From an optimization exercise on the open Yosys and OpenROAD flow, aimed at small area; shortcuts taken in it are not production practice. Function was checked by simulation only, so behaviour that the tests miss may differ from the original.

==> run a: inputs <==
## I2C_Sistema
module I2C_Sistema(input         Clk, Reset,
                   input         START_STB, RNW,
                   input  [6:0]  I2C_ADDR_Gen,
                   input  [15:0] WR_DATA_Gen,
                   input  [6:0]  I2C_ADDR_Rec,
                   input  [15:0] RD_DATA_Rec,
                   output reg [15:0] RD_DATA_Gen,
                   output reg [15:0] WR_DATA_Rec,
                   output        SCL,
                   output reg    SDA_OUT, SDA_OE, SDA_IN);
==> module I2C_Sistema, before the edit <==
module I2C_Sistema(input         Clk, Reset,
                   input         START_STB, RNW,
                   input  [6:0]  I2C_ADDR_Gen,
                   input  [15:0] WR_DATA_Gen,
                   input  [6:0]  I2C_ADDR_Rec,
                   input  [15:0] RD_DATA_Rec,
                   output reg [15:0] RD_DATA_Gen,
                   output reg [15:0] WR_DATA_Rec,
                   output        SCL,
                   output reg    SDA_OUT, SDA_OE, SDA_IN);
    localparam [2:0] G_IDLE = 3'd0, G_INI = 3'd1, G_ANL = 3'd2, G_LEC = 3'd3,
                     G_ANE  = 3'd4, G_ESC = 3'd5, G_PAR = 3'd6;
    localparam [2:0] R_IDLE = 3'd0, R_INI = 3'd1, R_ANL = 3'd2, R_LEC = 3'd3,
                     R_ANE  = 3'd4, R_ESC = 3'd5, R_PAR = 3'd6;
    reg [2:0] gst, rst;
    reg [1:0] c;           
    reg [4:0] gb, rb;      
    assign SCL = c[1];
    wire pos = c[1] & ~c[0];     
    wire neg = ~c[1] & ~c[0];    
    wire [7:0] addr_v = {I2C_ADDR_Gen, RNW};
    always @(posedge Clk, negedge Reset)
        if (~Reset) begin
            gst <= G_IDLE; c <= 2'b11; SDA_OUT <= 1'b1; SDA_OE <= 1'b1;
            gb <= 5'd0; RD_DATA_Gen <= 16'd0;
        end else begin
            c <= (gst == G_IDLE) ? 2'b11 : c + 2'd1;
            case (gst)
                G_IDLE: if (START_STB) begin SDA_OUT <= 1'b0; gst <= G_INI; end
                G_INI: if (neg) begin
                    SDA_OUT <= gb[3] | addr_v[~gb[2:0]];
                    if (gb[3]) begin
                        SDA_OE <= 1'b0; gb <= 5'd0;
                        gst <= RNW ? G_ANL : G_ANE;
                    end else
                        gb <= gb + 5'd1;
                end
                G_ANL: begin
                    if (pos) gst <= (gb[4] | (~gb[3] & SDA_IN)) ? G_PAR : G_LEC;
                    if (neg) begin SDA_OUT <= gb[4]; SDA_OE <= 1'b1; end
                end
                G_LEC: begin
                    if (neg) begin SDA_OUT <= 1'b1; SDA_OE <= 1'b0; end
                    if (pos) begin
                        if (gb[2:0] == 3'd7) gst <= G_ANL;
                        gb <= gb + 5'd1;
                        RD_DATA_Gen <= {RD_DATA_Gen[14:0], SDA_IN};
                    end
                end
                G_ANE: begin
                    if (pos) gst <= SDA_IN ? G_PAR : G_ESC;
                    if (neg) SDA_OE <= 1'b0;
                end
                G_ESC: begin
                    if (pos & (gb[2:0] == 3'd0) & (gb[3] ^ gb[4])) gst <= G_ANE;
                    if (neg) begin
                        SDA_OE <= 1'b1; gb <= gb + 5'd1;
                        SDA_OUT <= WR_DATA_Gen[~gb[3:0]];
                    end
                end
                default: begin  
                    if (neg) begin SDA_OUT <= 1'b0; SDA_OE <= 1'b1; end
                    if (pos) begin gb <= 5'd0; SDA_OUT <= 1'b1; gst <= G_IDLE; end
                end
            endcase
        end
    wire gen_idle = (gst == G_IDLE);
    wire rec_esc_end = (gst == G_ESC) ? (gb[2:0] == 3'd0) : (gb[2:0] == 3'd7);
    always @(posedge Clk, negedge Reset)
        if (~Reset) begin
            rst <= R_IDLE; rb <= 5'd0; SDA_IN <= 1'b1; WR_DATA_Rec <= 16'd0;
        end else begin
            case (rst)
                R_IDLE: begin
                    rb <= 5'd0;
                    if (~gen_idle) rst <= R_INI;
                end
                R_INI: if (pos) begin
                    if (gb[3]) rst <= SDA_OUT ? R_ANL : R_ANE;
                    else if (I2C_ADDR_Rec[~gb[2:0]] != SDA_OUT) rst <= R_PAR;
                end
                R_ANL: if (neg) begin
                    if (~(rb[0] | rb[4])) SDA_IN <= 1'b0;
                    rst <= ((rb[0] | rb[4]) & SDA_OUT) ? R_PAR : R_LEC;
                end
                R_LEC: if (neg) begin
                    rb <= rb + 5'd1;
                    SDA_IN <= RD_DATA_Rec[~rb[3:0]];
                    if (rb == 5'd8 || rb == 5'd15) rst <= R_ANL;
                end
                R_ANE: begin
                    if (pos) rst <= gb[4] ? R_PAR : R_ESC;
                    if (neg) SDA_IN <= gb[4];
                end
                R_ESC: begin
                    if (neg) SDA_IN <= 1'b1;
                    if (pos) begin
                        if (rec_esc_end) rst <= R_ANE;
                        WR_DATA_Rec <= {WR_DATA_Rec[14:0], SDA_OUT};
                    end
                end
                default: begin  
                    if (neg) SDA_IN <= 1'b1;
                    if (gen_idle) rst <= R_IDLE;
                end
            endcase
        end
endmodule
==> flow/config.mk <==
export PLATFORM = sky130hd
export DESIGN_NAME = I2C_Sistema
export DESIGN_NICKNAME = I2C_Sistema
export VERILOG_FILES = /design/flow/design.v
export SDC_FILE = /design/flow/constraint.sdc
export NUM_CORES = 4
export LEC_CHECK = 0
export CAP_MARGIN = 20
export CORE_MARGIN = 2
export CORE_UTILIZATION = 70
export PLACE_DENSITY = 0.8
export SLEW_MARGIN = 20
==> flow/constraint.sdc <==
create_clock -name core_clock -period 5.0 [get_ports {Clk}]
set_input_delay 1.0000 -clock core_clock [delete_from_list [all_inputs] [get_ports {Clk}]]
set_output_delay 1.0000 -clock core_clock [all_outputs]
set_load 0.01 [all_outputs]
standard.sh (not shown) runs the stock make flow with config.mk's settings and CLKGATE_MAP_FILE= SYNTH_SCRIPT=/design/flow/synth_recipe.tcl, a recipe that flattens the netlist after the stock synthesis.
==> flow/flow/run.sh <==
#!/bin/bash
# The standard layout, with three changes to how the layout is made:
#  - synthesis maps the combinational logic with an area-oriented ABC script
#    (flow/area.abc); registers are mapped as in the standard flow's own synthesis;
#  - the port buffers are the smallest buffer cell;
#  - CTS uses no dummy load cells.
set -euo pipefail
W=$PWD
export AREA_ABC_SCRIPT=$W/flow/area.abc
export FLOW_SYNTH_TCL=$W/synth_recipe.tcl
export BUFFER_PORTS_ARGS="-buffer_cell sky130_fd_sc_hd__buf_1"
export CTS_ARGS="-sink_clustering_enable -repair_clock_nets -dont_use_dummy_load"
sed -e "s#SYNTH_SCRIPT=[^ ]*#SYNTH_SCRIPT=$W/flow/synth_area.tcl ADDER_MAP_FILE=#" standard.sh > area_standard.sh
bash area_standard.sh > standard_flow.log 2>&1
==> flow/flow/area.abc <==
strash
&get -n
&deepsyn -T 30
&put
dch
amap
topo
==> flow/flow/synth_area.tcl <==
# The standard flow's synthesis (synth_recipe.tcl) with an area-oriented ABC script for the
# combinational logic; the registers are mapped exactly as synth_recipe.tcl maps them.
proc abc {args} {
  set i [lsearch -exact $args -script]
  if { $i >= 0 } {
    set args [lreplace $args $i [expr {$i + 1}] -script $::env(AREA_ABC_SCRIPT)]
  }
  yosys abc {*}$args
}
source $::env(FLOW_SYNTH_TCL)
==> run b: changes against run a <==
--- a/flow/design.v
+++ b/flow/design.v
@@ -30,12 +30,19 @@
                 G_INI: if (neg) begin
-                    SDA_OUT <= gb[3] | addr_v[~gb[2:0]];
                     if (gb[3]) begin
-                        SDA_OE <= 1'b0; gb <= 5'd0;
+                        SDA_OE <= 1'b0; SDA_OUT <= 1'b1; gb <= 5'd0;
                         gst <= RNW ? G_ANL : G_ANE;
-                    end else
+                    end else begin
                         gb <= gb + 5'd1;
+                        SDA_OUT <= addr_v[~gb[2:0]];
+                    end
                 end
                 G_ANL: begin
-                    if (pos) gst <= (gb[4] | (~gb[3] & SDA_IN)) ? G_PAR : G_LEC;
-                    if (neg) begin SDA_OUT <= gb[4]; SDA_OE <= 1'b1; end
+                    if (pos) begin
+                        if (SDA_OE) gst <= gb[3] ? G_LEC : G_PAR;
+                        else if (~gb[3] & ~gb[4]) gst <= SDA_IN ? G_PAR : G_LEC;
+                    end
+                    if (neg) begin
+                        if (gb[3]) begin SDA_OUT <= 1'b0; SDA_OE <= 1'b1; end
+                        if (gb[4]) begin SDA_OUT <= 1'b1; SDA_OE <= 1'b1; end
+                    end
                 end
@@ -54,3 +61,3 @@
                 G_ESC: begin
-                    if (pos & (gb[2:0] == 3'd0) & (gb[3] ^ gb[4])) gst <= G_ANE;
+                    if (pos & (gb == 5'd8 || gb == 5'd16)) gst <= G_ANE;
                     if (neg) begin
@@ -66,4 +73,4 @@
         end
-    wire gen_idle = (gst == G_IDLE);
-    wire rec_esc_end = (gst == G_ESC) ? (gb[2:0] == 3'd0) : (gb[2:0] == 3'd7);
+    wire start_seen = (gst == G_INI) & (gb == 5'd0) & c[1];
+    wire stop_seen  = (gst == G_IDLE);
     always @(posedge Clk, negedge Reset)
@@ -73,13 +80,14 @@
             case (rst)
-                R_IDLE: begin
-                    rb <= 5'd0;
-                    if (~gen_idle) rst <= R_INI;
-                end
+                R_IDLE: if (start_seen) rst <= R_INI;
                 R_INI: if (pos) begin
-                    if (gb[3]) rst <= SDA_OUT ? R_ANL : R_ANE;
-                    else if (I2C_ADDR_Rec[~gb[2:0]] != SDA_OUT) rst <= R_PAR;
+                    if (rb[2:0] == 3'd7) begin
+                        rb <= 5'd0; rst <= SDA_OUT ? R_ANL : R_ANE;
+                    end else begin
+                        rb <= rb + 5'd1;
+                        if (I2C_ADDR_Rec[3'd6 - rb[2:0]] != SDA_OUT) rst <= R_PAR;
+                    end
                 end
                 R_ANL: if (neg) begin
-                    if (~(rb[0] | rb[4])) SDA_IN <= 1'b0;
-                    rst <= ((rb[0] | rb[4]) & SDA_OUT) ? R_PAR : R_LEC;
+                    if (rb == 5'd0) begin SDA_IN <= 1'b0; rst <= R_LEC; end
+                    else rst <= SDA_OUT ? R_PAR : R_LEC;
                 end
@@ -91,4 +99,4 @@
                 R_ANE: begin
-                    if (pos) rst <= gb[4] ? R_PAR : R_ESC;
-                    if (neg) SDA_IN <= gb[4];
+                    if (pos) rst <= rb[4] ? R_PAR : R_ESC;
+                    if (neg) SDA_IN <= rb[4];
                 end
@@ -97,3 +105,4 @@
                     if (pos) begin
-                        if (rec_esc_end) rst <= R_ANE;
+                        if (rb[2:0] == 3'd7) rst <= R_ANE;
+                        rb <= rb + 5'd1;
                         WR_DATA_Rec <= {WR_DATA_Rec[14:0], SDA_OUT};
@@ -103,3 +112,3 @@
                     if (neg) SDA_IN <= 1'b1;
-                    if (gen_idle) rst <= R_IDLE;
+                    if (stop_seen) begin rst <= R_IDLE; rb <= 5'd0; end
                 end
==> flow/flow/run.sh (replaced) <==
#!/bin/bash
set -euo pipefail
export BUFFER_PORTS_ARGS="-buffer_cell sky130_fd_sc_hd__buf_1"
bash standard.sh > standard_flow.log 2>&1
--- a/flow/config.mk
+++ b/flow/config.mk
@@ -9,4 +9,6 @@
 export CORE_MARGIN = 2
-export CORE_UTILIZATION = 70
-export PLACE_DENSITY = 0.8
+export CORE_UTILIZATION = 40
+export CTS_BUF_LIST = sky130_fd_sc_hd__clkbuf_8
+export CTS_CLUSTER_DIAMETER = 100
+export CTS_CLUSTER_SIZE = 30
 export SLEW_MARGIN = 20
removed: flow/flow/area.abc
removed: flow/flow/synth_area.tcl
==> tab_implementation.tex <==
\begin{tabular}{lr}
\hline
Metric & Value \\
\hline
\multicolumn{2}{l}{\textbf{Status}} \\
\quad Status & finished clean \\
\multicolumn{2}{l}{\textbf{Synthesis}} \\
\quad Adder-cell share of the synthesized area & 0 \\
\quad Area of the mapped netlist & 0.002626 mm\^{}2 \\
\multicolumn{2}{l}{\textbf{STA}} \\
\quad Ratio of final minimum period to clock period & 0.5240 \\
\hline
\end{tabular}
the above is filed under run a

==> tab_implementation.tex <==
\begin{tabular}{lr}
\hline
Metric & Value \\
\hline
\multicolumn{2}{l}{\textbf{Synthesis}} \\
\quad Adder-cell share of the synthesized area & 0.04338 \\
\quad Area of the mapped netlist & 0.003173 mm\^{}2 \\
\multicolumn{2}{l}{\textbf{STA}} \\
\quad Ratio of final minimum period to clock period & 0.5095 \\
\multicolumn{2}{l}{\textbf{Cells and area}} \\
\quad Fillers & around 750 \\
\multicolumn{2}{l}{\textbf{Place}} \\
\quad Number of buffers inserted by port buffering & 85 \\
\multicolumn{2}{l}{\textbf{Status}} \\
\quad Status & finished clean \\
\hline
\end{tabular}
the above is filed under run b

[re-timing with driven ports]
How much do the figures lean on ideal ports? The routed layouts below were timed once more, with nothing changed but the port constraints.
Step 1, drivers: a clkbuf_16 drives Clk and a buf_2 each remaining input, both assumed.
Step 2 adds t to the input delays and takes it off the output delays; t is the mean of the earliest and latest rising clock arrival at the registers after step 1. Input paths then give back, and output paths get back, about the clock's delay inside the block.
Three values: ideal, step 1, step 2; two values: the first two.
run	t, ns	setup WS [ns]	worst hold slack (ns)	worst setup path after step 2	worst data-port slew with drivers (ns)
run a	0.325	2.380 / 2.380 / 2.350	0.468 / 0.468 / 0.468	input to register	0.04
run b	0.330	2.452 / 2.452 / 2.452	0.464 / 0.464 / 0.464	register to register	0.03
After both steps setup and hold are still met in every run listed. The setup slack of run a, which loses most, moves by 0.000 ns with the drivers and by -0.030 ns with both steps.
